This is an optimization exercise on Yosys and OpenROAD, whose aim is small area, a short achievable clock period and few clock cycles per item, not a production implementation.
Where RTL was checked, it was by simulation tests only, not by an equivalence proof against the original.
Function not checked in run 1: the RTL went through the layout flow alone.

==> flow/design.v <==
module Reconstructor(
    input enable,
    input CLK,
    input reset,
    input [7:0]height,
    input [7:0]width,
    input Vector_sig,
    input [7:0]mv_x,
    input [7:0]addr_x,
    input [7:0]mv_y,
    input [7:0]addr_y,
    output Nxt_block_sig,
    input [1:0]data_type,
    output [15:0]Tindex,
    input [5:0]pdi,
    output [15:0]index,
    output we,
    output [8:0]datax_out,
    output [8:0]datay_out,
    output [5:0]pdo
    );
localparam IDLE = 3'd0, WAIT = 3'd1, S1 = 3'd2, RD = 3'd3, TL = 3'd4, WR = 3'd5;
reg [2:0] state;
reg [15:0] N;             
reg [1:0] kN;             
reg [1:0] kP;             
reg pv;                   
reg tv;                   
reg [3:0] f;              
reg [4:0] preg;           
reg [1:0] btype;
reg [1:0] rx, ry;
reg ser;                  
always @(posedge CLK) begin
  rx <= mv_x[1:0];
  ry <= mv_y[1:0];
  ser <= (width == 8'd0) | (width == 8'd1) | (width == 8'd255);
end
wire hasx = |rx, hasy = |ry;
function [4:0] oa;
  input [1:0] k;
  input [1:0] rx, ry;
  reg [2:0] cx, cy;
  begin
    cx = k[0] ? {1'b0, rx} : (rx == 2'd0 ? 3'd4 : {1'b0, 2'd0 - rx});
    cy = k[1] ? {1'b0, ry} : (ry == 2'd0 ? 3'd4 : {1'b0, 2'd0 - ry});
    oa = cx * cy;
  end
endfunction
wire [4:0] oaN = oa(kN, rx, ry);
wire [4:0] pN = oaN + {btype, 2'b00};                           
wire [4:0] pN0 = oaN + {(tv ? btype : data_type), 2'b00};      
wire s_rd = (state == RD), s_tl = (state == TL), s_wr = (state == WR);
wire gt = {1'b0, preg} > pdi;
function [2:0] nextk;             
  input [1:0] k;
  input hx, hy;
  begin
    nextk[2] = (~k[0] & hx) | (~k[1] & hy);
    nextk[1:0] = (~k[0] & hx) ? {k[1], 1'b1} : 2'b10;
  end
endfunction
function [1:0] first;
  input [3:0] fl;
  first = fl[0] ? 2'd0 : fl[1] ? 2'd1 : fl[2] ? 2'd2 : 2'd3;
endfunction
function [2:0] target;
  input [2:0] st;
  input [1:0] k;
  input [3:0] fl;
  input [1:0] last;
  input sr, hx, hy;
  reg [2:0] n;
  reg [3:0] rem;
  begin
    n = nextk(k, hx, hy);
    rem = fl & ~(4'b0001 << k);
    target = {1'b0, k};
    case (st)
      S1: target = 3'd0;
      RD: if (n[2] & ~sr) target = {1'b0, n[1:0]};
          else if (|fl) target = {1'b0, first(fl)};
      TL: if (k != last) target = {1'b0, (|rem) ? first(rem) : last};
          else if (|fl) target = {1'b0, first(fl)};
          else if (sr & n[2]) target = {1'b0, n[1:0]};
          else target = 3'b100;
      WR: if (|fl) target = {1'b0, first(fl)}; else target = 3'b100;
      default: target = 3'b100;
    endcase
  end
endfunction
wire [2:0] nk = nextk(kN, hasx, hasy);
wire nv = nk[2];
wire [3:0] fr = s_wr ? f & ~(4'b0001 << kN) : f;    
wire fany = |fr;
wire tlb = s_tl & (kN != kP);        
wire wr_done = s_wr & ~f[kN] & ~fany;   
reg [2:0] ns;
always @(*)
  case (state)
    IDLE: ns = enable ? WAIT : IDLE;
    WAIT: ns = Vector_sig ? S1 : WAIT;
    S1:   ns = RD;
    RD:   ns = (~nv | ser) ? TL : RD;
    TL:   ns = (tlb | fany) ? WR : (ser & nv) ? RD : (~gt & Vector_sig) ? S1 : WAIT;
    WR:   ns = fany ? WR : (wr_done & Vector_sig) ? S1 : WAIT;
    default: ns = IDLE;
  endcase
reg [3:0] fn;
always @(*) begin
  fn = f;
  case (state)
    S1: fn = 4'd0;
    RD: if (pv) fn[kP] = gt;
    TL: if (tlb) fn = (f & ~(4'b0001 << kN)) | ({3'b000, gt} << kP);
    WR: fn = fr;
    default: ;
  endcase
end
reg [1:0] tgt;
reg tmode;
wire [3:0] fnr = (ns == WR) ? fn & ~(4'b0001 << tgt) : fn;
wire [2:0] tn = target(ns, tgt, fnr, kN, ser, hasx, hasy);
reg [7:0] ryc, rxc;
always @(posedge CLK) begin
  tgt <= tn[1:0];
  tmode <= tn[2];
  ryc <= addr_y + mv_y[7:2] + {7'd0, tn[1]};
  rxc <= addr_x + mv_x[7:2] + {7'd0, tn[0]};
end
wire [7:0] op = tmode ? addr_y : ryc;
wire [7:0] ax = tmode ? addr_x : rxc;
wire [15:0] r0 = {8'hFF, ~(width & {8{~op[0]}})};
wire s1 = r0[5] ^ (op[1] & width[4]);
wire c2 = r0[5] & (op[1] & width[4]);
wire s3 = r0[6] ^ (op[1] & width[5]) ^ (op[2] & width[4]);
wire c4 = (r0[6] & (op[1] & width[5])) | (r0[6] & (op[2] & width[4])) | ((op[1] & width[5]) & (op[2] & width[4]));
wire s5 = (op[3] & width[3]) ^ (op[4] & width[2]);
wire c6 = (op[3] & width[3]) & (op[4] & width[2]);
wire s7 = r0[7] ^ (op[1] & width[6]) ^ (op[2] & width[5]);
wire c8 = (r0[7] & (op[1] & width[6])) | (r0[7] & (op[2] & width[5])) | ((op[1] & width[6]) & (op[2] & width[5]));
wire s9 = (op[3] & width[4]) ^ (op[4] & width[3]) ^ (op[5] & width[2]);
wire c10 = ((op[3] & width[4]) & (op[4] & width[3])) | ((op[3] & width[4]) & (op[5] & width[2])) | ((op[4] & width[3]) & (op[5] & width[2]));
wire s11 = (op[6] & width[1]) ^ (op[7] & width[0]);
wire c12 = (op[6] & width[1]) & (op[7] & width[0]);
wire s13 = 1'b1 ^ (op[1] & width[7]) ^ (op[2] & width[6]);
wire c14 = (1'b1 & (op[1] & width[7])) | (1'b1 & (op[2] & width[6])) | ((op[1] & width[7]) & (op[2] & width[6]));
wire s15 = (op[3] & width[5]) ^ (op[4] & width[4]) ^ (op[5] & width[3]);
wire c16 = ((op[3] & width[5]) & (op[4] & width[4])) | ((op[3] & width[5]) & (op[5] & width[3])) | ((op[4] & width[4]) & (op[5] & width[3]));
wire s17 = (op[6] & width[2]) ^ (op[7] & width[1]);
wire c18 = (op[6] & width[2]) & (op[7] & width[1]);
wire s19 = 1'b1 ^ (op[2] & width[7]) ^ (op[3] & width[6]);
wire c20 = (1'b1 & (op[2] & width[7])) | (1'b1 & (op[3] & width[6])) | ((op[2] & width[7]) & (op[3] & width[6]));
wire s21 = (op[4] & width[5]) ^ (op[5] & width[4]) ^ (op[6] & width[3]);
wire c22 = ((op[4] & width[5]) & (op[5] & width[4])) | ((op[4] & width[5]) & (op[6] & width[3])) | ((op[5] & width[4]) & (op[6] & width[3]));
wire s23 = 1'b1 ^ (op[3] & width[7]) ^ (op[4] & width[6]);
wire c24 = (1'b1 & (op[3] & width[7])) | (1'b1 & (op[4] & width[6])) | ((op[3] & width[7]) & (op[4] & width[6]));
wire s25 = r0[3] ^ (op[1] & width[2]);
wire c26 = r0[3] & (op[1] & width[2]);
wire s27 = r0[4] ^ (op[1] & width[3]) ^ (op[2] & width[2]);
wire c28 = (r0[4] & (op[1] & width[3])) | (r0[4] & (op[2] & width[2])) | ((op[1] & width[3]) & (op[2] & width[2]));
wire s29 = (op[3] & width[1]) ^ (op[4] & width[0]);
wire c30 = (op[3] & width[1]) & (op[4] & width[0]);
wire s31 = s1 ^ (op[2] & width[3]) ^ (op[3] & width[2]);
wire c32 = (s1 & (op[2] & width[3])) | (s1 & (op[3] & width[2])) | ((op[2] & width[3]) & (op[3] & width[2]));
wire s33 = (op[4] & width[1]) ^ (op[5] & width[0]) ^ ax[5];
wire c34 = ((op[4] & width[1]) & (op[5] & width[0])) | ((op[4] & width[1]) & ax[5]) | ((op[5] & width[0]) & ax[5]);
wire s35 = c2 ^ s3 ^ s5;
wire c36 = (c2 & s3) | (c2 & s5) | (s3 & s5);
wire s37 = (op[5] & width[1]) ^ (op[6] & width[0]) ^ ax[6];
wire c38 = ((op[5] & width[1]) & (op[6] & width[0])) | ((op[5] & width[1]) & ax[6]) | ((op[6] & width[0]) & ax[6]);
wire s39 = c4 ^ c6 ^ s7;
wire c40 = (c4 & c6) | (c4 & s7) | (c6 & s7);
wire s41 = s9 ^ s11 ^ ax[7];
wire c42 = (s9 & s11) | (s9 & ax[7]) | (s11 & ax[7]);
wire s43 = c8 ^ c10 ^ c12;
wire c44 = (c8 & c10) | (c8 & c12) | (c10 & c12);
wire s45 = s13 ^ s15 ^ s17;
wire c46 = (s13 & s15) | (s13 & s17) | (s15 & s17);
wire s47 = c14 ^ c16 ^ c18;
wire c48 = (c14 & c16) | (c14 & c18) | (c16 & c18);
wire s49 = s19 ^ s21 ^ (op[7] & width[2]);
wire c50 = (s19 & s21) | (s19 & (op[7] & width[2])) | (s21 & (op[7] & width[2]));
wire s51 = c20 ^ c22 ^ s23;
wire c52 = (c20 & c22) | (c20 & s23) | (c22 & s23);
wire s53 = (op[5] & width[5]) ^ (op[6] & width[4]) ^ (op[7] & width[3]);
wire c54 = ((op[5] & width[5]) & (op[6] & width[4])) | ((op[5] & width[5]) & (op[7] & width[3])) | ((op[6] & width[4]) & (op[7] & width[3]));
wire s55 = c24 ^ 1'b1 ^ (op[4] & width[7]);
wire c56 = (c24 & 1'b1) | (c24 & (op[4] & width[7])) | (1'b1 & (op[4] & width[7]));
wire s57 = (op[5] & width[6]) ^ (op[6] & width[5]) ^ (op[7] & width[4]);
wire c58 = ((op[5] & width[6]) & (op[6] & width[5])) | ((op[5] & width[6]) & (op[7] & width[4])) | ((op[6] & width[5]) & (op[7] & width[4]));
wire s59 = 1'b1 ^ (op[5] & width[7]) ^ (op[6] & width[6]);
wire c60 = (1'b1 & (op[5] & width[7])) | (1'b1 & (op[6] & width[6])) | ((op[5] & width[7]) & (op[6] & width[6]));
wire s61 = r0[2] ^ (op[1] & width[1]);
wire c62 = r0[2] & (op[1] & width[1]);
wire s63 = s25 ^ (op[2] & width[1]) ^ (op[3] & width[0]);
wire c64 = (s25 & (op[2] & width[1])) | (s25 & (op[3] & width[0])) | ((op[2] & width[1]) & (op[3] & width[0]));
wire s65 = c26 ^ s27 ^ s29;
wire c66 = (c26 & s27) | (c26 & s29) | (s27 & s29);
wire s67 = c28 ^ c30 ^ s31;
wire c68 = (c28 & c30) | (c28 & s31) | (c30 & s31);
wire s69 = c32 ^ c34 ^ s35;
wire c70 = (c32 & c34) | (c32 & s35) | (c34 & s35);
wire s71 = c36 ^ c38 ^ s39;
wire c72 = (c36 & c38) | (c36 & s39) | (c38 & s39);
wire s73 = c40 ^ c42 ^ s43;
wire c74 = (c40 & c42) | (c40 & s43) | (c42 & s43);
wire s75 = c44 ^ c46 ^ s47;
wire c76 = (c44 & c46) | (c44 & s47) | (c46 & s47);
wire s77 = c48 ^ c50 ^ s51;
wire c78 = (c48 & c50) | (c48 & s51) | (c50 & s51);
wire s79 = c52 ^ c54 ^ s55;
wire c80 = (c52 & c54) | (c52 & s55) | (c54 & s55);
wire s81 = c56 ^ c58 ^ s59;
wire c82 = (c56 & c58) | (c56 & s59) | (c58 & s59);
wire s83 = c60 ^ 1'b1 ^ (op[6] & width[7]);
wire c84 = (c60 & 1'b1) | (c60 & (op[6] & width[7])) | (1'b1 & (op[6] & width[7]));
wire s85 = r0[1] ^ (op[1] & width[0]);
wire c86 = r0[1] & (op[1] & width[0]);
wire s87 = s61 ^ (op[2] & width[0]) ^ ax[2];
wire c88 = (s61 & (op[2] & width[0])) | (s61 & ax[2]) | ((op[2] & width[0]) & ax[2]);
wire s89 = c62 ^ s63 ^ ax[3];
wire c90 = (c62 & s63) | (c62 & ax[3]) | (s63 & ax[3]);
wire s91 = c64 ^ s65 ^ ax[4];
wire c92 = (c64 & s65) | (c64 & ax[4]) | (s65 & ax[4]);
wire s93 = c66 ^ s67 ^ s33;
wire c94 = (c66 & s67) | (c66 & s33) | (s67 & s33);
wire s95 = c68 ^ s69 ^ s37;
wire c96 = (c68 & s69) | (c68 & s37) | (s69 & s37);
wire s97 = c70 ^ s71 ^ s41;
wire c98 = (c70 & s71) | (c70 & s41) | (s71 & s41);
wire s99 = c72 ^ s73 ^ s45;
wire c100 = (c72 & s73) | (c72 & s45) | (s73 & s45);
wire s101 = c74 ^ s75 ^ s49;
wire c102 = (c74 & s75) | (c74 & s49) | (s75 & s49);
wire s103 = c76 ^ s77 ^ s53;
wire c104 = (c76 & s77) | (c76 & s53) | (s77 & s53);
wire s105 = c78 ^ s79 ^ s57;
wire c106 = (c78 & s79) | (c78 & s57) | (s79 & s57);
wire s107 = c80 ^ s81 ^ (op[7] & width[5]);
wire c108 = (c80 & s81) | (c80 & (op[7] & width[5])) | (s81 & (op[7] & width[5]));
wire s109 = c82 ^ s83 ^ (op[7] & width[6]);
wire c110 = (c82 & s83) | (c82 & (op[7] & width[6])) | (s83 & (op[7] & width[6]));
wire s111 = c84 ^ 1'b1 ^ (op[7] & width[7]);
wire c112 = (c84 & 1'b1) | (c84 & (op[7] & width[7])) | (1'b1 & (op[7] & width[7]));
wire [15:0] ta = {c112, c110, c108, c106, c104, c102, c100, c98, c96, c94, c92, c90, c88, c86, s85, r0[0]};
wire [15:0] tb = {1'b1, s111, s109, s107, s105, s103, s101, s99, s97, s95, s93, s91, s89, s87, ax[1], ax[0]};
wire [15:0] M = ta + tb;
wire tl_done = s_tl & ~tlb & ~fany & ~(ser & nv);    
assign Nxt_block_sig = (state == WAIT) | (tl_done & ~gt) | wr_done;
assign Tindex = N;
assign index = N;
assign we = (s_tl & (gt | tlb)) | (s_wr & f[kN]);
assign pdo = {1'b0, pN};
assign datax_out = {1'b0, mv_x};
assign datay_out = {1'b0, mv_y};
always @(posedge CLK or posedge reset)
  if (reset)
    state <= IDLE;
  else
    state <= ns;
always @(posedge CLK) begin
  N <= M;
  kN <= tgt;
  f <= fn;
  case (state)
    S1: begin pv <= 1'b0; tv <= 1'b0; end
    RD: begin
      kP <= kN; pv <= 1'b1;
      preg <= pN0;
      if (~tv) btype <= data_type;
      tv <= 1'b1;
    end
    TL: pv <= 1'b0;
    default: ;
  endcase
end
endmodule
==> flow/flow/run.sh <==
#!/bin/bash
# Standard layout, with every port buffered by sky130_fd_sc_hd__buf_1 and a
# clock tree of clkbuf_8 without dummy loads.
set -euo pipefail
export BUFFER_PORTS_ARGS="-buffer_cell sky130_fd_sc_hd__buf_1"
export CTS_ARGS="-sink_clustering_enable -repair_clock_nets -dont_use_dummy_load -buf_list sky130_fd_sc_hd__clkbuf_8 -sink_clustering_size 30 -sink_clustering_max_diameter 150"
bash standard.sh > standard.log 2>&1
==> flow/standard.sh <==
#!/bin/bash
# synth_recipe.tcl (not shown) runs the flow's synth.tcl, then flattens the netlist and writes it again
# the make line also repeats each setting of config.mk as NAME=value (left out here)
make -C /OpenROAD-flow-scripts/flow DESIGN_CONFIG=/design/flow/config.mk WORK_HOME=/design/flow/orfs CLKGATE_MAP_FILE= SYNTH_SCRIPT=/design/flow/synth_recipe.tcl "${@:-finish}"
==> flow/config.mk <==
export PLATFORM = sky130hd
export DESIGN_NAME = Reconstructor
export DESIGN_NICKNAME = Reconstructor
export VERILOG_FILES = /design/flow/design.v
export SDC_FILE = /design/flow/constraint.sdc
export NUM_CORES = 4
export LEC_CHECK = 0
export ABC_CLOCK_PERIOD_IN_PS = 6000
export CAP_MARGIN = 20
export CORE_MARGIN = 2
export CORE_UTILIZATION = 40
export CTS_BUF_LIST = sky130_fd_sc_hd__clkbuf_8
export CTS_CLUSTER_SIZE = 30
export PLACE_DENSITY = 0.6
export SETUP_SLACK_MARGIN = 4.9
export SLEW_MARGIN = 20
==> flow/constraint.sdc <==
create_clock -name core_clock -period 11.0 [get_ports {CLK}]
set_input_delay 2.2000 -clock core_clock [delete_from_list [all_inputs] [get_ports {CLK}]]
set_output_delay 2.2000 -clock core_clock [all_outputs]
set_load 0.01 [all_outputs]
==> impl_metrics.py, run 1 <==
metrics = {
    "finish": {
        "diodes": 0,
        "multi_input_area_sq_um": 4160,
        "fin_nets": 883,
        "layout-drive-gt1-share_pct": 8.811,
        "utilization_pct": 44.84,
        "regArea_sq_um": 1326,
        "area_delta_synth_final_pct": 8.993,
        "num-fill-cells": 1439,
    },
    "synthesis": {
        "yosys_most_used_dff": "dfxtp_1",
        "synth_top_cells_by_count": "inv_1, ha_1, fa_1",
        "seq_area_frac_synth_pct": 22.01,
        "synthTopCellsByArea": "fa_1, dfxtp_1, ha_1, edfxtp_1, inv_1",
        "syn_area_per_cell_sq_um": 9.240,
        "yosysUniqueCellTypes": 71,
        "yosys_warnings": 1,
        "synth_edf_count": 11,
        "synthMostInstantiatedCell": "inv_1",
        "synth_largest_area_cell": "fa_1",
        "synth-seq-cells": 60,
        "postSynthCellCount": 652,
        "synth.top_cell.area_share_pct": 16.61,
        "ys_async_sr_fraction_pct": 5.000,
        "syn_area_sq_um": 6025,
    },
    "cts": {
        "cts_root_buf": "clkbuf_8",
        "path_clk_slew_ns": 0.07,
        "htree_levels": 3,
        "clock-sinks": 60,
        "cts_tree": "done",
        "clock_tree.buffer_depth": 2,
        "clock_latency_ns": 0.36,
        "cts-buffers-inserted": 9,
    },
    "global_route": {
        "busiest_layer": "met2",
        "antenna_found_initial": 0,
        "grt_max_degree": 18,
        "grt_pass1_wl_um": 21420,
        "track_usage_pct": 16.65,
        "grt_remaining_overflow": 0,
        "grt_use_met1_pct": 22.15,
        "grt_util_met2_pct": 26.65,
        "grt_use_met3_pct": 3.205,
        "grt_pass1_vias": 4581,
    },
    "sta": {
        "setup_slack_ns": 4.970,
        "tns_ns": 0,
        "fmax_mhz": 165.8,
        "slew_headroom_pct": 32.47,
        "rsz0062_at_grt": "yes",
        "timing.hold.ws_ns": 0.5699,
        "hold_viol_final": 0,
        "finalCritPeriodShare_pct": 54.82,
        "tightest_slew_ns": 1.012,
        "period_minus_slack_ns": 6.030,
        "finClkSkew_ns": 0.02503,
        "slew_violations": 0,
        "setup_viol": 0,
    },
    "setup_path": {
        "end_kind": "output pin",
        "reg2reg_slack_ns": 5.87,
        "required_ns": 8.80,
        "reg2reg_to": "N[13]",
        "critPathArrivalTime_ns": 3.83,
        "critPathLaunchType": "primary input",
        "path_max_fanout": 6,
        "path_class": "primary input to output pin",
        "r2r_cells": 15,
        "timing.rr.start": "tmode",
    },
    "die": {
        "initial_core_util_pct": 41.14,
        "placementRows": 44,
        "die_w_um": 126.7,
        "dieArea_sq_um": 16060,
        "core_sq_um": 14640,
        "die-height_um": 126.7,
        "ios": 118,
    },
    "route": {
        "via_count": 4633,
        "first_iter_violations": 230,
        "post-route-drc-count": 0,
        "viasPerCell": 5.154,
        "dr.pass1.iters": 4,
        "wirelength_um": 13020,
        "detail-route-antenna-nets": 0,
        "routedWlPerCell_um": 14.48,
    },
    "min_path": {
        "hold_depth": 0,
        "min_to": "kN[0]",
        "hold_class": "register to register",
        "min_from": "tgt[0]",
    },
    "place": {
        "pre_cts_ws_ns": 4.281,
        "dp_hpwl_um": 10400,
        "port_buffers": 106,
        "gp_congestion": 0.8996,
    },
    "outcome": {
        "outcome": "timing/DRC/antenna clean",
    },
    "run": {
        "drv_cap": 0,
    },
}
==> what timing repair did <==
action,4_1_cts,5_1_grt
pin swaps,0,4
setup buffers,0,3
gates resized for setup,7,22
hold buffers,0,0
setup endpoints to repair,6,10
==> area by class of cell <==
cell class / instances / share of cell area, %
inverter: 78 / 4.459
sequential: 60 / 20.20
clock buffer: 9 / 1.886
tap: 184 / 3.506
multi-input combinational: 458 / 63.36
timing repair buffer: 110 / 6.593
==> through the flow <==
stage                     cell area [sq um]  std cells
after floorplan                        6032        654
after global placement                 6272        887
after detailed placement               6272        887
after CTS                              6442        896
after global routing                   6566        899
final                                  6566        899
==> logic make-up (layout without fill, tap and decap cells) <==
family,Yosys count,in the layout,share of synthesized area [%]
AND/OR/NAND/NOR,179,179,15.80
buffers and inverters,136,197,11.42
AO/OA/AOI/OAI,112,112,13.06
adder cells (fa/ha/maj),106,106,28.25
flip-flops,60,60,22.01
XOR/XNOR,34,34,4.943
multiplexers,24,24,4.444
other,1,3,0.06225
==> critical path: stages <==
cell	delay [ns]
buf_1	0.07
inv_1	0.06
ha_4	0.26
a211oi_2	0.05
or3_4	0.38
a32oi_4	0.38
nor2_1	0.10
nor3_1	0.18
clkbuf_2	0.15
==> cell usage in the layout (no fill, tap or decap), types with 8 or more instances in the layout <==
| cell type | netlist | layout |
|---|---|---|
| xor2_1 | 8 | 8 |
| nor2b_1 | 29 | 29 |
| nor2_1 | 35 | 35 |
| and2_1 | 17 | 17 |
| a21o_1 | 13 | 13 |
| xnor2_1 | 26 | 26 |
| nand2_1 | 39 | 39 |
| o21ai_0 | 23 | 21 |
| nor3_1 | 15 | 14 |
| mux2_2 | 12 | 11 |
| edfxtp_1 | 11 | 11 |
| a21oi_1 | 22 | 19 |
| dfxtp_1 | 46 | 46 |
| mux2i_1 | 11 | 8 |
| buf_1 | 2 | 102 |
| inv_1 | 77 | 77 |
| nand3_1 | 9 | 9 |
| clkbuf_8 | 0 | 9 |
| fa_1 | 50 | 50 |
| ha_1 | 56 | 53 |
| nand2b_1 | 11 | 11 |
==> per-layer routing <==
metal	part of all wire (%)	routed length (um)
met4	1.5	193
met2	47	6054
met3	5.3	690
met5	0	0
met1	47	6078
==> registers in the layout, summed over array words and instances, names as in the netlist, 2 cells and up <==
register and flops:
btype 2, preg 5, f 4, rx 2
kP 2, ryc 8, ry 2, N 16
kN 2, state 3, rxc 8, tgt 2
==> worst max path at each step <==
stage                   start      to  cells past startpoint  slack [ns]
floorplan           addr_y[0]   N[14]                     14        4.93
global placement    addr_y[0]   N[14]                     15        4.30
detailed placement  addr_y[0]   N[14]                     15        4.28
CTS                 addr_y[0]   N[14]                     15        4.90
global route           pdi[1]  rxc[7]                     20        4.80
finish                 pdi[3]      we                      9        4.97
==> run 2, diff against run 1 <==
--- a/flow/design.v
+++ b/flow/design.v
@@ -44,14 +44,35 @@
   begin
     cx = k[0] ? {1'b0, rx} : (rx == 2'd0 ? 3'd4 : {1'b0, 2'd0 - rx});
     cy = k[1] ? {1'b0, ry} : (ry == 2'd0 ? 3'd4 : {1'b0, 2'd0 - ry});
-    oa = cx * cy;
+    case ({cx[2], cy[2]})
+      2'b11: oa = 5'd16;
+      2'b10: oa = {1'b0, cy[1:0], 2'b00};
+      2'b01: oa = {1'b0, cx[1:0], 2'b00};
+      default: case ({cx[1:0], cy[1:0]})
+        4'b0101: oa = 5'd1;
+        4'b0110, 4'b1001: oa = 5'd2;
+        4'b0111, 4'b1101: oa = 5'd3;
+        4'b1010: oa = 5'd4;
+        4'b1011, 4'b1110: oa = 5'd6;
+        4'b1111: oa = 5'd9;
+        default: oa = 5'd0;
+      endcase
+    endcase
   end
 endfunction
+function [4:0] pri;
+  input [4:0] o;
+  input [1:0] t;
+  pri = {o[4:2] + {1'b0, t}, o[1:0]};
+endfunction
 wire [4:0] oaN = oa(kN, rx, ry);
-wire [4:0] pN = oaN + {btype, 2'b00};                           
-wire [4:0] pN0 = oaN + {(tv ? btype : data_type), 2'b00};      
+wire [4:0] pN = pri(oaN, btype);                          
+wire [4:0] pN0 = pri(oaN, tv ? btype : data_type);       
 wire s_rd = (state == RD), s_tl = (state == TL), s_wr = (state == WR);
-wire gt = {1'b0, preg} > pdi;
+wire [5:0] cp = {1'b0, preg};
+wire [5:0] cg = cp & ~pdi, cl = ~cp & pdi;
+wire [5:0] ce = ~(cg | cl);
+wire gt = cg[5] | ce[5] & (cg[4] | ce[4] & (cg[3] | ce[3] & (cg[2] | ce[2] & (cg[1] | ce[1] & cg[0]))));
 function [2:0] nextk;             
   input [1:0] k;
   input hx, hy;
@@ -68,20 +89,15 @@
   input [2:0] st;
   input [1:0] k;
   input [3:0] fl;
-  input [1:0] last;
   input sr, hx, hy;
   reg [2:0] n;
-  reg [3:0] rem;
   begin
     n = nextk(k, hx, hy);
-    rem = fl & ~(4'b0001 << k);
     target = {1'b0, k};
     case (st)
       S1: target = 3'd0;
       RD: if (n[2] & ~sr) target = {1'b0, n[1:0]};
-          else if (|fl) target = {1'b0, first(fl)};
-      TL: if (k != last) target = {1'b0, (|rem) ? first(rem) : last};
-          else if (|fl) target = {1'b0, first(fl)};
+      TL: if (|fl) target = {1'b0, first(fl)};
           else if (sr & n[2]) target = {1'b0, n[1:0]};
           else target = 3'b100;
       WR: if (|fl) target = {1'b0, first(fl)}; else target = 3'b100;
@@ -93,8 +109,6 @@
 wire nv = nk[2];
 wire [3:0] fr = s_wr ? f & ~(4'b0001 << kN) : f;    
 wire fany = |fr;
-wire tlb = s_tl & (kN != kP);        
-wire wr_done = s_wr & ~f[kN] & ~fany;   
 reg [2:0] ns;
 always @(*)
   case (state)
@@ -102,8 +116,8 @@
     WAIT: ns = Vector_sig ? S1 : WAIT;
     S1:   ns = RD;
     RD:   ns = (~nv | ser) ? TL : RD;
-    TL:   ns = (tlb | fany) ? WR : (ser & nv) ? RD : (~gt & Vector_sig) ? S1 : WAIT;
-    WR:   ns = fany ? WR : (wr_done & Vector_sig) ? S1 : WAIT;
+    TL:   ns = fany ? WR : (ser & nv) ? RD : (~gt & Vector_sig) ? S1 : WAIT;
+    WR:   ns = fany ? WR : WAIT;
     default: ns = IDLE;
   endcase
 reg [3:0] fn;
@@ -112,7 +126,6 @@
   case (state)
     S1: fn = 4'd0;
     RD: if (pv) fn[kP] = gt;
-    TL: if (tlb) fn = (f & ~(4'b0001 << kN)) | ({3'b000, gt} << kP);
     WR: fn = fr;
     default: ;
   endcase
@@ -120,7 +133,7 @@
 reg [1:0] tgt;
 reg tmode;
 wire [3:0] fnr = (ns == WR) ? fn & ~(4'b0001 << tgt) : fn;
-wire [2:0] tn = target(ns, tgt, fnr, kN, ser, hasx, hasy);
+wire [2:0] tn = target(ns, tgt, fnr, ser, hasx, hasy);
 reg [7:0] ryc, rxc;
 always @(posedge CLK) begin
   tgt <= tn[1:0];
@@ -246,11 +259,11 @@
 wire [15:0] ta = {c112, c110, c108, c106, c104, c102, c100, c98, c96, c94, c92, c90, c88, c86, s85, r0[0]};
 wire [15:0] tb = {1'b1, s111, s109, s107, s105, s103, s101, s99, s97, s95, s93, s91, s89, s87, ax[1], ax[0]};
 wire [15:0] M = ta + tb;
-wire tl_done = s_tl & ~tlb & ~fany & ~(ser & nv);    
-assign Nxt_block_sig = (state == WAIT) | (tl_done & ~gt) | wr_done;
+wire tl_done = s_tl & ~fany & ~(ser & nv);    
+assign Nxt_block_sig = (state == WAIT) | (tl_done & ~gt);
 assign Tindex = N;
 assign index = N;
-assign we = (s_tl & (gt | tlb)) | (s_wr & f[kN]);
+assign we = (s_tl & gt) | s_wr;
 assign pdo = {1'b0, pN};
 assign datax_out = {1'b0, mv_x};
 assign datay_out = {1'b0, mv_y};
==> run 2 against run 1 <==
Against the previous run: still clean; critical path depth is 7 higher; clock skew down 0.0046 ns; flip-flop and latch count stayed put; register-to-register slack better by 0.06 ns; highest routed layer unchanged.
==> impl_metrics.py, run 2 <==
metrics = {
    "global_route": {
        "track_usage_pct": 17.11,
        "antenna_found_initial": 0,
        "grt_max_degree": 18,
        "grt_pass1_vias": 4445,
        "grt_pass1_wl_um": 20310,
        "grt_remaining_overflow": 0,
    },
    "die": {
        "ios": 118,
        "placementRows": 43,
        "die_w_um": 123.2,
        "core_sq_um": 13880,
        "die-height_um": 123.2,
        "dieArea_sq_um": 15180,
        "initial_core_util_pct": 40.94,
    },
    "route": {
        "via_count": 4353,
        "routedWlPerCell_um": 13.53,
        "dr.pass1.iters": 4,
        "post-route-drc-count": 0,
        "wirelength_um": 11650,
        "detail-route-antenna-nets": 0,
        "viasPerCell": 5.056,
        "first_iter_violations": 260,
    },
    "cts": {
        "cts_resized": 4,
        "cts_root_buf": "clkbuf_8",
        "cts-buffers-inserted": 9,
        "htree_levels": 3,
        "cts_tree": "done",
        "postCtsHoldBufs": 0,
        "post-cts-setup-buffers": 0,
        "clock_latency_ns": 0.36,
        "clock_tree.buffer_depth": 2,
        "clock-sinks": 60,
        "path_clk_slew_ns": 0.07,
    },
    "setup_path": {
        "cp.depth": 16,
        "end_kind": "register",
        "path_class": "primary input to register",
        "worst_path_most_repeated_cell": "fa_1",
        "r2r_cells": 15,
        "timing.rr.start": "tmode",
        "path_max_fanout": 8,
        "required_ns": 11.25,
        "critical_path.top_delay_family": "adder cells",
        "cp_slowest_stage_delay_ns": 0.50,
        "critPathLaunchType": "primary input",
        "slowest_stage": "fa_1",
        "critPathArrivalTime_ns": 6.17,
        "startpoint": "addr_y[1]",
        "worstPathBufferInverterCount": 3,
        "crit_chain": "buf_1, mux2_4, and2_1, fa_1, inv_1, fa_1, inv_1, fa_1, fa_1, ha_1, and3_1, o311ai_1, nand3_1, o311ai_2, o21ai_1, xor2_1",
    },
    "sta": {
        "finClkSkew_ns": 0.02041,
        "rsz0062_at_grt": "no",
        "hold_viol_final": 0,
        "slew_headroom_pct": 36.38,
        "setup_slack_ns": 5.080,
        "timing.hold.ws_ns": 0.4450,
        "setup_viol": 0,
        "tns_ns": 0,
        "slew_violations": 0,
        "fmax_mhz": 168.9,
        "finalCritPeriodShare_pct": 53.82,
        "tightest_slew_ns": 0.9530,
        "period_minus_slack_ns": 5.920,
    },
    "synthesis": {
        "synth-seq-cells": 60,
        "syn_area_per_cell_sq_um": 9.271,
        "syn_area_sq_um": 5683,
        "synth_largest_area_cell": "fa_1",
        "synthTopCellsByArea": "fa_1, dfxtp_1, ha_1, edfxtp_1, buf_4",
        "postSynthCellCount": 613,
        "seq_area_frac_synth_pct": 23.34,
        "yosys_warnings": 1,
        "yosys_most_used_dff": "dfxtp_1",
        "yosysUniqueCellTypes": 68,
        "ys_async_sr_fraction_pct": 5.000,
        "synth.top_cell.area_share_pct": 16.91,
        "synth_top_cells_by_count": "inv_1, ha_1, fa_1",
        "synthMostInstantiatedCell": "inv_1",
        "synth_edf_count": 11,
    },
    "place": {
        "gp_congestion": 0.8447,
        "port_buffers": 106,
        "pre_cts_ws_ns": 4.344,
        "dp_hpwl_um": 9590,
    },
    "finish": {
        "diodes": 0,
        "largest_reg_flops": 16,
        "fin_nets": 845,
        "area_delta_synth_final_pct": 7.970,
        "top_register": "N",
        "num-fill-cells": 1385,
        "multi_input_area_sq_um": 3785,
        "layout-drive-gt1-share_pct": 7.048,
        "regArea_sq_um": 1326,
        "final_cell_mix": "buf_1, inv_1, ha_1",
        "mostFrequentLayoutCell": "buf_1",
        "reg_top3": "N (16), rxc (8), ryc (8)",
    },
    "outcome": {
        "outcome": "timing/DRC/antenna clean",
    },
    "min_path": {
        "hold_class": "register to register",
        "hold_depth": 0,
        "min_from": "tgt[1]",
    },
    "run": {
        "drv_cap": 0,
    },
}
## run 2: cell types whose count changed after synthesis, sizes merged, moves of 5 or more
cell,change
nor2b,+7
o21a,+5
nor2,-6
nand2,+7
a21o,-7
clkbuf,-7
nor3,-8
xnor2,-10
o21ai,+5
inv,-6
## run 2: path summary, 6_finish.rpt
kind                             to  slack [ns]
setup / recovery              N[15]        5.08
hold / removal                kN[1]        0.44
setup reg to reg              N[15]        5.93
hold reg to reg               kN[1]        0.44
max in group asynchronous  state[2]        9.20
min in group asynchronous  state[0]        1.67
## run 2: final cells by class
class	instances	share of cell area, %
Multi-Input combinational cell	433	61.68
Sequential cell	60	21.61
Timing Repair Buffer	107	6.607
Inverter	72	4.405
Tap cell	180	3.670
Clock buffer	9	2.019
## run 2: logic make-up (layout without fill, tap and decap cells)
logic type	count (synthesis)	count (layout)	share of synthesized area (%)
AOI/OAI and AO/OA	106	106	12.90
muxes	20	20	3.787
xor gates and xnor gates	23	23	3.545
buffers and inverters	122	188	10.85
and+or+nand+nor	179	179	16.71
DFF	60	60	23.34
adders and majority gates	102	102	28.80
other	1	3	0.06599
## run 2: through the flow
| step | cells | instance area (sq um) | utilization [%] |
|---|---|---|---|
| after floorplan | 615 | 5690 | - |
| after global placement | 852 | 5974 | 43.04 |
| after global routing | 861 | 6136 | 44.20 |
| after CTS | 861 | 6118 | 44.08 |
| after detailed placement | 852 | 5974 | 43.04 |
| final | 861 | 6136 | 44.20 |
## run 2: worst register-to-register path: stages (launching register included)
cell,delay [ns]
dfxtp_1,0.94
mux2_2,0.51
and2_1,0.20
fa_1,0.48
inv_1,0.05
fa_1,0.48
inv_1,0.05
fa_1,0.46
fa_1,0.47
ha_1,0.38
and3_1,0.21
o311ai_1,0.11
nand3_1,0.16
o311ai_2,0.16
o21ai_1,0.15
xor2_1,0.15
## run 2: metal layers
layer	vias up	part of all wire [%]	GRT usage [%]
li1	2152	-	-
met1	2076	47	22.41
met2	111	46	27.75
met3	14	5.6	3.413
met4	0	1.7	6.818
met5	-	0	0
Testbench counts of run 2, summed over its fixed seeds: cycles 37,693, vectors 5,350.
==> run 3, diff against run 2 <==
--- a/flow/config.mk
+++ b/flow/config.mk
@@ -12,5 +12,5 @@
 export CTS_BUF_LIST = sky130_fd_sc_hd__clkbuf_8
 export CTS_CLUSTER_SIZE = 30
 export PLACE_DENSITY = 0.6
-export SETUP_SLACK_MARGIN = 4.9
+export SETUP_SLACK_MARGIN = 4.7
 export SLEW_MARGIN = 20
==> run 3 against run 2 <==
Against the previous run: still clean; final cell count did not move; worst hold slack got worse by 0.0017 ns; cell area fell by 0.29%; clock skew rose by 0.00073 ns; synthesized area did not move; die area did not move; critical endpoint unchanged; highest routed layer unchanged.
==> impl_metrics.py, run 3 <==
metrics = {
    "die": {
        "die_w_um": 123.2,
        "placementRows": 43,
        "core_sq_um": 13880,
        "die-height_um": 123.2,
        "initial_core_util_pct": 40.94,
        "dieArea_sq_um": 15180,
        "ios": 118,
    },
    "route": {
        "detail-route-antenna-nets": 0,
        "via_count": 4335,
        "viasPerCell": 5.035,
        "first_iter_violations": 249,
        "post-route-drc-count": 0,
        "routedWlPerCell_um": 13.57,
        "wirelength_um": 11680,
        "dr.pass1.iters": 4,
    },
    "synthesis": {
        "synthTopCellsByArea": "fa_1, dfxtp_1, ha_1, edfxtp_1, buf_4",
        "synth_edf_count": 11,
        "synth-seq-cells": 60,
        "synth_top_cells_by_count": "inv_1, ha_1, fa_1",
        "synth_simple_gate_area_share_pct": 16.71,
        "yosys.area_share.xor_xnor_pct": 3.545,
        "syn_area_sq_um": 5683,
        "yosys_warnings": 1,
        "yosys_most_used_dff": "dfxtp_1",
        "synthMuxAreaShare_pct": 3.787,
        "synth_largest_area_cell": "fa_1",
        "synthMostInstantiatedCell": "inv_1",
        "yosysUniqueCellTypes": 68,
        "syn_area_per_cell_sq_um": 9.271,
        "ys_async_sr_fraction_pct": 5.000,
        "synth_fa_ha_area_share_pct": 28.80,
        "synth_top_family_by_area": "adder cells",
        "synth_compound_area_share_pct": 12.90,
        "synth.top_cell.area_share_pct": 16.91,
        "postSynthCellCount": 613,
        "seq_area_frac_synth_pct": 23.34,
    },
    "setup_path": {
        "critPathArrivalTime_ns": 6.32,
        "end_kind": "register",
        "timing.rr.start": "tmode",
        "path_class": "primary input to register",
        "path_max_fanout": 8,
        "r2r_cells": 15,
        "reg2reg_to": "N[15]",
        "critPathLaunchType": "primary input",
        "required_ns": 11.24,
        "reg2reg_slack_ns": 5.85,
    },
    "cts": {
        "post-cts-setup-buffers": 0,
        "clock_tree.buffer_depth": 2,
        "cts-buffers-inserted": 9,
        "clock_latency_ns": 0.36,
        "cts_tree": "done",
        "htree_levels": 3,
        "path_clk_slew_ns": 0.07,
        "cts_root_buf": "clkbuf_8",
        "clock-sinks": 60,
    },
    "sta": {
        "timing.hold.ws_ns": 0.4433,
        "finalCritPeriodShare_pct": 55.25,
        "finClkSkew_ns": 0.02114,
        "slew_violations": 0,
        "tightest_slew_ns": 0.9030,
        "fmax_mhz": 164.5,
        "tns_ns": 0,
        "hold_viol_final": 0,
        "rsz0062_at_grt": "no",
        "setup_viol": 0,
        "slew_headroom_pct": 39.72,
        "period_minus_slack_ns": 6.078,
    },
    "finish": {
        "area_delta_synth_final_pct": 7.662,
        "finalNonFillerCells": 861,
        "largest_reg_flops": 16,
        "final_cell_mix": "buf_1, inv_1, ha_1",
        "layout-drive-gt1-share_pct": 6.608,
        "multi_input_area_sq_um": 3767,
        "top_register": "N",
        "diodes": 0,
        "reg_top3": "N (16), rxc (8), ryc (8)",
        "fin_nets": 845,
        "regArea_sq_um": 1326,
        "num-fill-cells": 1390,
        "mostFrequentLayoutCell": "buf_1",
    },
    "global_route": {
        "grt_pass1_vias": 4457,
        "grt_pass1_wl_um": 20290,
        "antenna_found_initial": 0,
        "track_usage_pct": 17.09,
        "grt_remaining_overflow": 0,
        "grt_max_degree": 18,
    },
    "place": {
        "place_inst": 852,
        "port_buffers": 106,
        "dp_hpwl_um": 9590,
        "gp_congestion": 0.8447,
    },
    "min_path": {
        "hold_class": "register to register",
        "min_from": "tgt[1]",
        "min_to": "kN[1]",
        "hold_depth": 0,
    },
    "run": {
        "drv_cap": 0,
    },
    "outcome": {
        "outcome": "timing/DRC/antenna clean",
    },
}
run 3: cell counts after synthesis:
No cell type changed its count.
run 3: worst max-delay path by stage:
stage,startpoint,endpoint,slack [ns],cells past startpoint
after floorplan,addr_y[0],N[15],5.01,15
after global placement,addr_y[0],N[15],4.38,16
after detailed placement,addr_y[0],N[15],4.34,16
after CTS,addr_y[0],N[15],4.71,16
after global routing,addr_y[1],N[15],4.72,16
final,addr_y[1],N[15],4.92,16
run 3: layer usage:
metal,vias up,track usage (%),routed length [um]
met3,14,3.413,641
met4,0,6.818,194
met1,2058,22.36,5489
met2,112,27.71,5357
li1,2151,-,-
met5,-,0,0
run 3: final cells by class:
class,count,share of cell area (%)
Clock buffer,9,2.025
Sequential cell,60,21.68
Tap cell,180,3.681
Inverter,72,4.417
Multi-Input combinational cell,433,61.57
Timing Repair Buffer,107,6.626
run 3: cell families (layout without fill, tap and decap cells):
logic type,after synthesis,in the layout
and+or+nand+nor,179,179
buffers and inverters,122,188
DFF,60,60
AOI/OAI and AO/OA,106,106
muxes,20,20
other,1,3
adders and majority gates,102,102
xor gates and xnor gates,23,23
run 3: critical path, cell delays in order:
cell and delay (ns):
buf_1 0.12, mux2_2 0.37, and2_1 0.20, fa_1 0.50, inv_1 0.05, fa_1 0.48, inv_1 0.05, fa_1 0.46
fa_1 0.47, ha_1 0.38, and3_1 0.21, o311ai_1 0.11, nand3_1 0.14, o311ai_1 0.20, o21ai_0 0.21, xor2_1 0.17
run 3: what timing repair did:
item / in CTS / in global routing
gates resized for setup: 0 / 4
endpoints found under the setup margin: 0 / 5
hold buffers: 0 / 0
endpoints found under the hold margin: 0 / 0
run 3: per-stage QoR:
| stage | utilization [%] | setup WS [ns] | instance area (sq um) |
|---|---|---|---|
| detailed placement | 43.04 | 4.344 | 5974 |
| floorplan | - | 5.008 | 5690 |
| global placement | 43.04 | 4.375 | 5974 |
| CTS | 43.93 | 4.714 | 6098 |
| finish | 44.08 | 4.922 | 6118 |
| global route | 44.08 | 4.721 | 6118 |
==> run 4, diff against run 3 <==
--- a/flow/config.mk
+++ b/flow/config.mk
@@ -12,5 +12,5 @@
 export CTS_BUF_LIST = sky130_fd_sc_hd__clkbuf_8
 export CTS_CLUSTER_SIZE = 30
 export PLACE_DENSITY = 0.6
-export SETUP_SLACK_MARGIN = 4.7
+export SETUP_SLACK_MARGIN = 5
 export SLEW_MARGIN = 20
==> run 4 against run 3 <==
Against the previous run: still clean on timing, DRC and antenna; wire length is 0.32% lower; global-route usage hardly changed; non-clock buffer count stayed put; count of clock-buffer cells in the layout stayed put; die area stayed put; highest routed layer unchanged.
==> impl_metrics.py, run 4 <==
metrics = {
    "synthesis": {
        "synthMostInstantiatedCell": "inv_1",
        "syn_area_sq_um": 5683,
        "synthTopCellsByArea": "fa_1, dfxtp_1, ha_1, edfxtp_1, buf_4",
        "yosys_most_used_dff": "dfxtp_1",
        "seq_area_frac_synth_pct": 23.34,
        "synth-seq-cells": 60,
        "synth_edf_count": 11,
        "ys_async_sr_fraction_pct": 5.000,
        "yosys_warnings": 1,
        "synth_top_cells_by_count": "inv_1, ha_1, fa_1",
        "yosysUniqueCellTypes": 68,
        "postSynthCellCount": 613,
        "synth.top_cell.area_share_pct": 16.91,
        "syn_area_per_cell_sq_um": 9.271,
        "synth_largest_area_cell": "fa_1",
    },
    "die": {
        "ios": 118,
        "initial_core_util_pct": 40.94,
        "die_w_um": 123.2,
        "dieArea_sq_um": 15180,
        "core_sq_um": 13880,
        "placementRows": 43,
        "die-height_um": 123.2,
    },
    "place": {
        "gp_congestion": 0.8447,
        "dp_hpwl_um": 9590,
        "port_buffers": 106,
    },
    "route": {
        "route.met2.wl_um": 5370,
        "first_iter_violations": 270,
        "via_count": 4355,
        "topRoutingLayerUsed": "met4",
        "detail-route-antenna-nets": 0,
        "post-route-drc-count": 0,
        "wl_met3_um": 690,
        "wirelength_um": 11650,
        "wirelength_met1_um": 5400,
        "viasPerCell": 5.058,
        "routedWlPerCell_um": 13.53,
        "dr.pass1.iters": 4,
    },
    "setup_path": {
        "critPathLaunchType": "primary input",
        "end_kind": "output pin",
        "reg2reg_slack_ns": 6.02,
        "path_class": "primary input to output pin",
        "path_max_fanout": 6,
        "required_ns": 8.80,
        "critPathArrivalTime_ns": 3.62,
    },
    "sta": {
        "timing.hold.ws_ns": 0.4439,
        "hold_viol_final": 0,
        "tightest_slew_ns": 0.9920,
        "fmax_mhz": 171.9,
        "slew_headroom_pct": 33.78,
        "tns_ns": 0,
        "finalCritPeriodShare_pct": 52.90,
        "slew_violations": 0,
        "rsz0062_at_grt": "no",
        "setup_viol": 0,
        "finClkSkew_ns": 0.02085,
        "period_minus_slack_ns": 5.819,
    },
    "run": {
        "drv_cap": 0,
    },
    "cts": {
        "clock-sinks": 60,
        "clock_tree.buffer_depth": 2,
        "htree_levels": 3,
        "path_clk_slew_ns": 0.07,
        "cts_root_buf": "clkbuf_8",
        "cts-buffers-inserted": 9,
        "clock_latency_ns": 0.36,
        "postCtsHoldBufs": 0,
        "cts_tree": "done",
    },
    "finish": {
        "reg_top3": "N (16), rxc (8), ryc (8)",
        "top_register": "N",
        "diodes": 0,
        "area_delta_synth_final_pct": 8.675,
        "final_cell_mix": "buf_1, inv_1, ha_1",
        "layout-drive-gt1-share_pct": 7.636,
        "mostFrequentLayoutCell": "buf_1",
        "largest_reg_flops": 16,
        "fin_nets": 845,
    },
    "global_route": {
        "grt_pass1_vias": 4445,
        "antenna_found_initial": 0,
        "grt_pass1_wl_um": 20310,
        "track_usage_pct": 17.11,
        "grt_max_degree": 18,
        "grt_remaining_overflow": 0,
    },
    "outcome": {
        "outcome": "timing/DRC/antenna clean",
    },
    "min_path": {
        "hold_class": "register to register",
    },
}
run 4: cell counts after synthesis:
Identical to the previous run, type by type.
run 4: final timing paths:
| path | start | end | cells after the start |
|---|---|---|---|
| max | pdi[2] | Nxt_block_sig | 9 |
| min | tgt[1] | kN[1] | 0 |
| max reg2reg | tmode | N[13] | 15 |
| min reg2reg | tgt[1] | kN[1] | 0 |
| max in group asynchronous | reset | state[2] | 2 |
| min in group asynchronous | reset | state[0] | 2 |
run 4: worst max-delay path, stage by stage:
cell	delay (ns)
buf_1	0.06
inv_1	0.04
ha_1	0.29
a21oi_1	0.18
a21oi_2	0.14
nor2_2	0.28
a41oi_1	0.16
nor2_1	0.11
buf_1	0.16
run 4: area by class of cell:
type,instances,area (sq um)
tap,180,225.2
clock buffer,9,123.9
timing repair buffer,107,405.4
multi-input combinational,433,3825
inverter,72,270.3
fill,1383,7705
sequential,60,1326
run 4: cell families (layout without fill, tap and decap cells):
group                      Yosys count  after routing  share of synthesized area, %
xor gates and xnor gates            23             23                         3.545
buffers and inverters              122            188                         10.85
AOI/OAI and AO/OA                  106            106                         12.90
adders and majority gates          102            102                         28.80
DFF                                 60             60                         23.34
other                                1              3                       0.06599
muxes                               20             20                         3.787
and+or+nand+nor                    179            179                         16.71
run 4: repair_timing:
item / 4_1_cts / 5_1_grt
endpoints found under the setup margin: 6 / 7
setup buffers: 0 / 0
pin swaps: 0 / 2
gates cloned: 0 / 0
resized for setup: 7 / 8
run 4: per-stage QoR:
step / setup WS [ns] / util [%] / cell area (sq um) / std cells
global route: 5.004 / 44.49 / 6176 / 861
floorplan: 5.008 / - / 5690 / 615
detailed placement: 4.344 / 43.04 / 5974 / 852
global placement: 4.375 / 43.04 / 5974 / 852
finish: 5.181 / 44.49 / 6176 / 861
CTS: 5.010 / 44.13 / 6126 / 861
run 4: layer usage:
layer	GRT usage, %	up-vias
li1	-	2151
met5	0	-
met2	27.75	109
met4	6.818	0
met3	3.413	13
met1	22.41	2082
==> run 5, diff against run 4 <==
--- a/flow/config.mk
+++ b/flow/config.mk
@@ -11,6 +11,7 @@
 export CORE_UTILIZATION = 40
 export CTS_BUF_LIST = sky130_fd_sc_hd__clkbuf_8
 export CTS_CLUSTER_SIZE = 30
+export GPL_TIMING_DRIVEN = 1
 export PLACE_DENSITY = 0.6
 export SETUP_SLACK_MARGIN = 5
 export SLEW_MARGIN = 20
==> run 5 against run 4 <==
Against the previous run: sequential share of layout area is the same; utilization unchanged; count of clock-buffer cells in the layout unchanged; still clean.
==> impl_metrics.py, run 5 <==
metrics = {
    "outcome": {
        "outcome": "timing/DRC/antenna clean",
    },
    "synthesis": {
        "syn_area_per_cell_sq_um": 9.271,
        "yosysUniqueCellTypes": 68,
        "synth_edf_count": 11,
        "yosys_warnings": 1,
        "seq_area_frac_synth_pct": 23.34,
        "synth.top_cell.area_share_pct": 16.91,
        "ys_async_sr_fraction_pct": 5.000,
        "synthMostInstantiatedCell": "inv_1",
        "syn_area_sq_um": 5683,
        "synthTopCellsByArea": "fa_1, dfxtp_1, ha_1, edfxtp_1, buf_4",
        "synth_largest_area_cell": "fa_1",
        "yosys_most_used_dff": "dfxtp_1",
        "synth-seq-cells": 60,
        "postSynthCellCount": 613,
        "synth_top_cells_by_count": "inv_1, ha_1, fa_1",
    },
    "setup_path": {
        "reg2reg_slack_ns": 6.02,
        "required_ns": 8.80,
        "end_kind": "output pin",
        "cp_slowest_stage_delay_ns": 0.29,
        "path_max_fanout": 6,
        "critPathLaunchType": "primary input",
        "path_class": "primary input to output pin",
        "critPathArrivalTime_ns": 3.62,
        "worst_path_most_repeated_cell": "buf_1",
        "crit_chain": "buf_1, inv_1, ha_1, a21oi_1, a21oi_2, nor2_2, a41oi_1, nor2_1, buf_1",
        "slowest_stage": "ha_1",
    },
    "place": {
        "placed_area_sq_um": 5974,
        "port_buffers": 106,
        "gp_congestion": 0.8447,
        "dp_hpwl_um": 9590,
        "place_inst": 852,
    },
    "cts": {
        "clock_tree.buffer_depth": 2,
        "clock-sinks": 60,
        "clock_latency_ns": 0.36,
        "cts-buffers-inserted": 9,
        "cts_tree": "done",
        "path_clk_slew_ns": 0.07,
        "cts_root_buf": "clkbuf_8",
        "post-cts-setup-buffers": 0,
        "htree_levels": 3,
    },
    "sta": {
        "rsz0062_at_grt": "no",
        "finalCritPeriodShare_pct": 52.90,
        "slew_headroom_pct": 33.78,
        "tns_ns": 0,
        "fmax_mhz": 171.9,
        "tightest_slew_ns": 0.9920,
        "period_minus_slack_ns": 5.819,
        "slew_violations": 0,
        "finClkSkew_ns": 0.02085,
        "hold_viol_final": 0,
        "setup_viol": 0,
    },
    "min_path": {
        "hold_class": "register to register",
    },
    "die": {
        "ios": 118,
        "core_sq_um": 13880,
        "die_w_um": 123.2,
        "placementRows": 43,
        "dieArea_sq_um": 15180,
        "initial_core_util_pct": 40.94,
        "die-height_um": 123.2,
    },
    "finish": {
        "finalNonFillerCells": 861,
        "mostFrequentLayoutCell": "buf_1",
        "top_register": "N",
        "num-fill-cells": 1383,
        "final_area_sq_um": 6176,
        "area_delta_synth_final_pct": 8.675,
        "layout-drive-gt1-share_pct": 7.636,
        "regArea_sq_um": 1326,
        "multi_input_area_sq_um": 3825,
        "final_cell_mix": "buf_1, inv_1, ha_1",
        "utilization_pct": 44.49,
        "fin_nets": 845,
        "largest_reg_flops": 16,
        "reg_top3": "N (16), rxc (8), ryc (8)",
        "diodes": 0,
    },
    "route": {
        "wirelength_met1_um": 5400,
        "first_iter_violations": 270,
        "via_count": 4355,
        "wl_met3_um": 690,
        "route.met2.wl_um": 5370,
        "detail-route-antenna-nets": 0,
        "routedWlPerCell_um": 13.53,
        "post-route-drc-count": 0,
        "viasPerCell": 5.058,
        "wirelength_um": 11650,
        "topRoutingLayerUsed": "met4",
        "dr.pass1.iters": 4,
    },
    "global_route": {
        "track_usage_pct": 17.11,
        "grt_pass1_vias": 4445,
        "grt_max_degree": 18,
        "grt_remaining_overflow": 0,
        "antenna_found_initial": 0,
        "grt_pass1_wl_um": 20310,
    },
    "run": {
        "drv_cap": 0,
    },
}
==> run 5: per-stage QoR <==
| stage | setup WS, ns | hold slack (ns) |
|---|---|---|
| floorplan | 5.008 | 0.3992 |
| CTS | 5.010 | 0.4398 |
| finish | 5.181 | 0.4439 |
| detailed placement | 4.344 | 0.4298 |
| global placement | 4.375 | 0.4273 |
| global route | 5.004 | 0.4563 |
==> run 5: final timing paths <==
check                                end    from  cells after the start
hold / removal                     kN[1]  tgt[1]                      0
max in group asynchronous       state[2]   reset                      2
setup / recovery           Nxt_block_sig  pdi[2]                      9
min in group asynchronous       state[0]   reset                      2
hold reg to reg                    kN[1]  tgt[1]                      0
setup reg to reg                   N[13]   tmode                     15
==> run 5: logic make-up after synthesis <==
logic type,after synthesis,synth area share (%)
mux,20,3.787
other cells,1,0.06599
xor+xnor,23,3.545
compound gates,106,12.90
buf+inv,122,10.85
fa+ha+maj,102,28.80
flops,60,23.34
simple gates,179,16.71
==> run 5: area by class of cell <==
type / count / share of cell area (%)
multi-input combinational: 433 / 61.93
sequential: 60 / 21.47
timing repair buffer: 107 / 6.564
inverter: 72 / 4.376
tap: 180 / 3.647
clock buffer: 9 / 2.006
==> run 5: what timing repair did <==
| item | in CTS | in global routing |
|---|---|---|
| gates cloned | 0 | 0 |
| hold endpoints to repair | 0 | 0 |
| hold buffers | 0 | 0 |
| setup endpoints to repair | 6 | 7 |
| resized for setup | 7 | 8 |
| pin swaps | 0 | 2 |
==> run 5: worst max-delay path, delay by kind of cell <==
family	cells	cell delay, ns
buffers and inverters	3	0.26
and+or+nand+nor	2	0.39
AOI/OAI and AO/OA	3	0.48
adders and majority gates	1	0.29
==> run 5: per-layer routing <==
metal	track usage [%]	vias to the layer above
met4	6.818	0
li1	-	2151
met3	3.413	13
met5	0	-
met2	27.75	109
met1	22.41	2082
==> run 6, diff against run 5 <==
--- a/flow/config.mk
+++ b/flow/config.mk
@@ -8,10 +8,9 @@
 export ABC_CLOCK_PERIOD_IN_PS = 6000
 export CAP_MARGIN = 20
 export CORE_MARGIN = 2
-export CORE_UTILIZATION = 40
+export CORE_UTILIZATION = 55
 export CTS_BUF_LIST = sky130_fd_sc_hd__clkbuf_8
 export CTS_CLUSTER_SIZE = 30
-export GPL_TIMING_DRIVEN = 1
-export PLACE_DENSITY = 0.6
+export PLACE_DENSITY = 0.75
 export SETUP_SLACK_MARGIN = 5
 export SLEW_MARGIN = 20
==> run 6 against run 5 <==
Against the previous run: sequential share of layout area increased by 0.12 points; count of clock-buffer cells in the layout unchanged; clock skew decreased by 0.0031 ns; register-to-register slack got worse by 0.04 ns; synthesized cell count unchanged; cell area decreased by 0.55%.
==> impl_metrics.py, run 6 <==
metrics = {
    "min_path": {
        "min_from": "tgt[1]",
        "hold_depth": 0,
        "min_to": "kN[1]",
        "hold_class": "register to register",
    },
    "synthesis": {
        "synth_top_cells_by_count": "inv_1, ha_1, fa_1",
        "yosys_most_used_dff": "dfxtp_1",
        "synthTopCellsByArea": "fa_1, dfxtp_1, ha_1, edfxtp_1, buf_4",
        "yosys_warnings": 1,
        "syn_area_per_cell_sq_um": 9.271,
        "synth-seq-cells": 60,
        "synth.top_cell.area_share_pct": 16.91,
        "synth_largest_area_cell": "fa_1",
        "synthMostInstantiatedCell": "inv_1",
        "syn_area_sq_um": 5683,
        "seq_area_frac_synth_pct": 23.34,
        "yosysUniqueCellTypes": 68,
        "ys_async_sr_fraction_pct": 5.000,
        "synth_edf_count": 11,
        "postSynthCellCount": 613,
    },
    "setup_path": {
        "path_class": "primary input to register",
        "worstPathBufferInverterCount": 3,
        "critical_path.top_delay_family": "adder cells",
        "slowest_stage": "fa_1",
        "timing.rr.start": "tmode",
        "critPathArrivalTime_ns": 6.11,
        "path_max_fanout": 7,
        "end_kind": "register",
        "cp_slowest_stage_delay_ns": 0.50,
        "required_ns": 11.27,
        "reg2reg_to": "N[15]",
        "r2r_cells": 15,
        "crit_chain": "buf_1, mux2_4, and2_1, fa_1, inv_1, fa_1, inv_1, fa_1, fa_1, ha_4, and3_1, o311ai_2, nand3_1, o311ai_4, o21ai_1, xor2_1",
        "worst_path_most_repeated_cell": "fa_1",
        "critPathLaunchType": "primary input",
        "reg2reg_slack_ns": 5.98,
    },
    "place": {
        "gp_congestion": 0.8622,
        "dp_hpwl_um": 9388,
        "placed_area_sq_um": 5912,
        "place_inst": 807,
        "port_buffers": 106,
    },
    "die": {
        "core_sq_um": 10180,
        "initial_core_util_pct": 55.80,
        "dieArea_sq_um": 11160,
        "die-height_um": 105.7,
        "placementRows": 37,
        "ios": 118,
        "die_w_um": 105.7,
    },
    "sta": {
        "fmax_mhz": 171.1,
        "tightest_slew_ns": 0.9958,
        "rsz0062_at_grt": "yes",
        "period_minus_slack_ns": 5.846,
        "slew_headroom_pct": 33.52,
        "finClkSkew_ns": 0.01780,
        "finalCritPeriodShare_pct": 53.15,
        "tns_ns": 0,
        "setup_viol": 0,
        "hold_viol_final": 0,
        "slew_violations": 0,
    },
    "global_route": {
        "grt_pass1_wl_um": 19790,
        "antenna_found_initial": 0,
        "track_usage_pct": 22.19,
        "grt_remaining_overflow": 0,
        "grt_max_degree": 18,
        "grt_pass1_vias": 4485,
    },
    "route": {
        "viasPerCell": 5.346,
        "detail-route-antenna-nets": 0,
        "wirelength_um": 11590,
        "routedWlPerCell_um": 14.18,
        "first_iter_violations": 155,
        "via_count": 4368,
        "dr.pass1.iters": 4,
        "post-route-drc-count": 0,
    },
    "finish": {
        "final_area_sq_um": 6142,
        "finalNonFillerCells": 817,
        "reg_top3": "N (16), rxc (8), ryc (8)",
        "num-fill-cells": 904,
        "fin_nets": 845,
        "final_cell_mix": "buf_1, inv_1, ha_1",
        "top_register": "N",
        "largest_reg_flops": 16,
        "diodes": 0,
        "area_delta_synth_final_pct": 8.080,
        "layout-drive-gt1-share_pct": 7.783,
        "mostFrequentLayoutCell": "buf_1",
    },
    "cts": {
        "htree_levels": 3,
        "cts_tree": "done",
        "clock_tree.buffer_depth": 2,
        "cts_root_buf": "clkbuf_8",
        "path_clk_slew_ns": 0.06,
        "clock-sinks": 60,
        "cts-buffers-inserted": 9,
        "clock_latency_ns": 0.35,
    },
    "outcome": {
        "outcome": "timing/DRC/antenna clean",
    },
    "run": {
        "drv_cap": 0,
    },
}
run 6: cell counts after synthesis:
No cell type changed its count.
run 6: worst max path at each step:
stage	to	cells after the start	slack, ns	from
after floorplan	N[15]	15	5.01	addr_y[0]
after global placement	N[15]	16	4.41	addr_y[0]
after detailed placement	N[15]	16	4.40	addr_y[0]
after CTS	N[15]	16	4.98	addr_y[1]
after global routing	N[15]	16	4.98	addr_y[1]
final	N[15]	16	5.15	addr_y[1]
run 6: metrics by stage:
stage / hold WS, ns / setup WS [ns] / util, %
2_1_floorplan: 0.3992 / 5.008 / -
6_report: 0.4677 / 5.154 / 60.31
5_1_grt: 0.4821 / 4.983 / 60.31
3_5_place_dp: 0.4443 / 4.403 / 58.05
4_1_cts: 0.4622 / 4.983 / 59.46
3_3_place_gp: 0.4248 / 4.414 / 58.05
run 6: kinds of logic after synthesis:
| family | share of synthesized area (%) |
|---|---|
| buf+inv | 10.85 |
| fa+ha+maj | 28.80 |
| simple gates | 16.71 |
| xor+xnor | 3.545 |
| mux | 3.787 |
| flops | 23.34 |
| compound gates | 12.90 |
| other cells | 0.06599 |
run 6: timing repair:
action                                  in CTS  in global routing
setup buffers                                0                  1
pin swaps                                    0                  3
hold buffers                                 0                  0
endpoints found under the setup margin       6                  9
gates resized for setup                      6                 12
run 6: area by class of cell:
class / count / area (sq um) / share of cell area (%)
clock buffer: 9 / 123.9 / 2.017
timing repair buffer: 107 / 405.4 / 6.600
multi-input combinational: 433 / 3846 / 62.62
tap: 136 / 170.2 / 2.770
inverter: 72 / 270.3 / 4.400
sequential: 60 / 1326 / 21.59
run 6: metal layers:
metal	routed length (um)	vias to the layer above	GRT usage [%]	part of all wire [%]
met5	0	-	0	0
met1	5137	2091	27.16	44
li1	-	2147	-	-
met2	5638	118	38.99	49
met3	642	12	4.329	5.5
met4	169	0	7.707	1.5

[re-timing with driven ports]
No port has a modelled driver above. Below, the same layouts with a new extraction and two added sets of constraints.
Step 1 assumes that a clkbuf_16 drives the clock port and a buf_2 every other input.
Step 2 also shifts input and output timing later by t, the mid clock arrival at the registers, as if the neighbouring blocks saw the same clock.
Three values: no drivers, after step 1, after step 2; two values: the first two.
| run | t (ns) | slack for setup (ns) | hold slack, ns | latest minus earliest clock arrival (ns) | cell pins on the clock port's net |
|---|---|---|---|---|---|
| run 1 | 0.384 | 4.970 / 4.945 / 4.700 | 0.570 / 0.570 / 0.570 | 0.025 / 0.025 | 1 |
| run 2 | 0.388 | 5.080 / 5.094 / 4.707 | 0.445 / 0.445 / 0.445 | 0.022 / 0.023 | 1 |
| run 3 | 0.388 | 4.922 / 4.937 / 4.549 | 0.443 / 0.443 / 0.443 | 0.024 / 0.024 | 1 |
| run 4 | 0.383 | 5.181 / 5.154 / 4.823 | 0.444 / 0.444 / 0.444 | 0.023 / 0.022 | 1 |
| run 5 | 0.383 | 5.181 / 5.154 / 4.823 | 0.444 / 0.444 / 0.444 | 0.023 / 0.022 | 1 |
| run 6 | 0.381 | 5.154 / 5.169 / 4.788 | 0.468 / 0.468 / 0.468 | 0.018 / 0.018 | 1 |
After both steps every run listed still meets setup and hold.
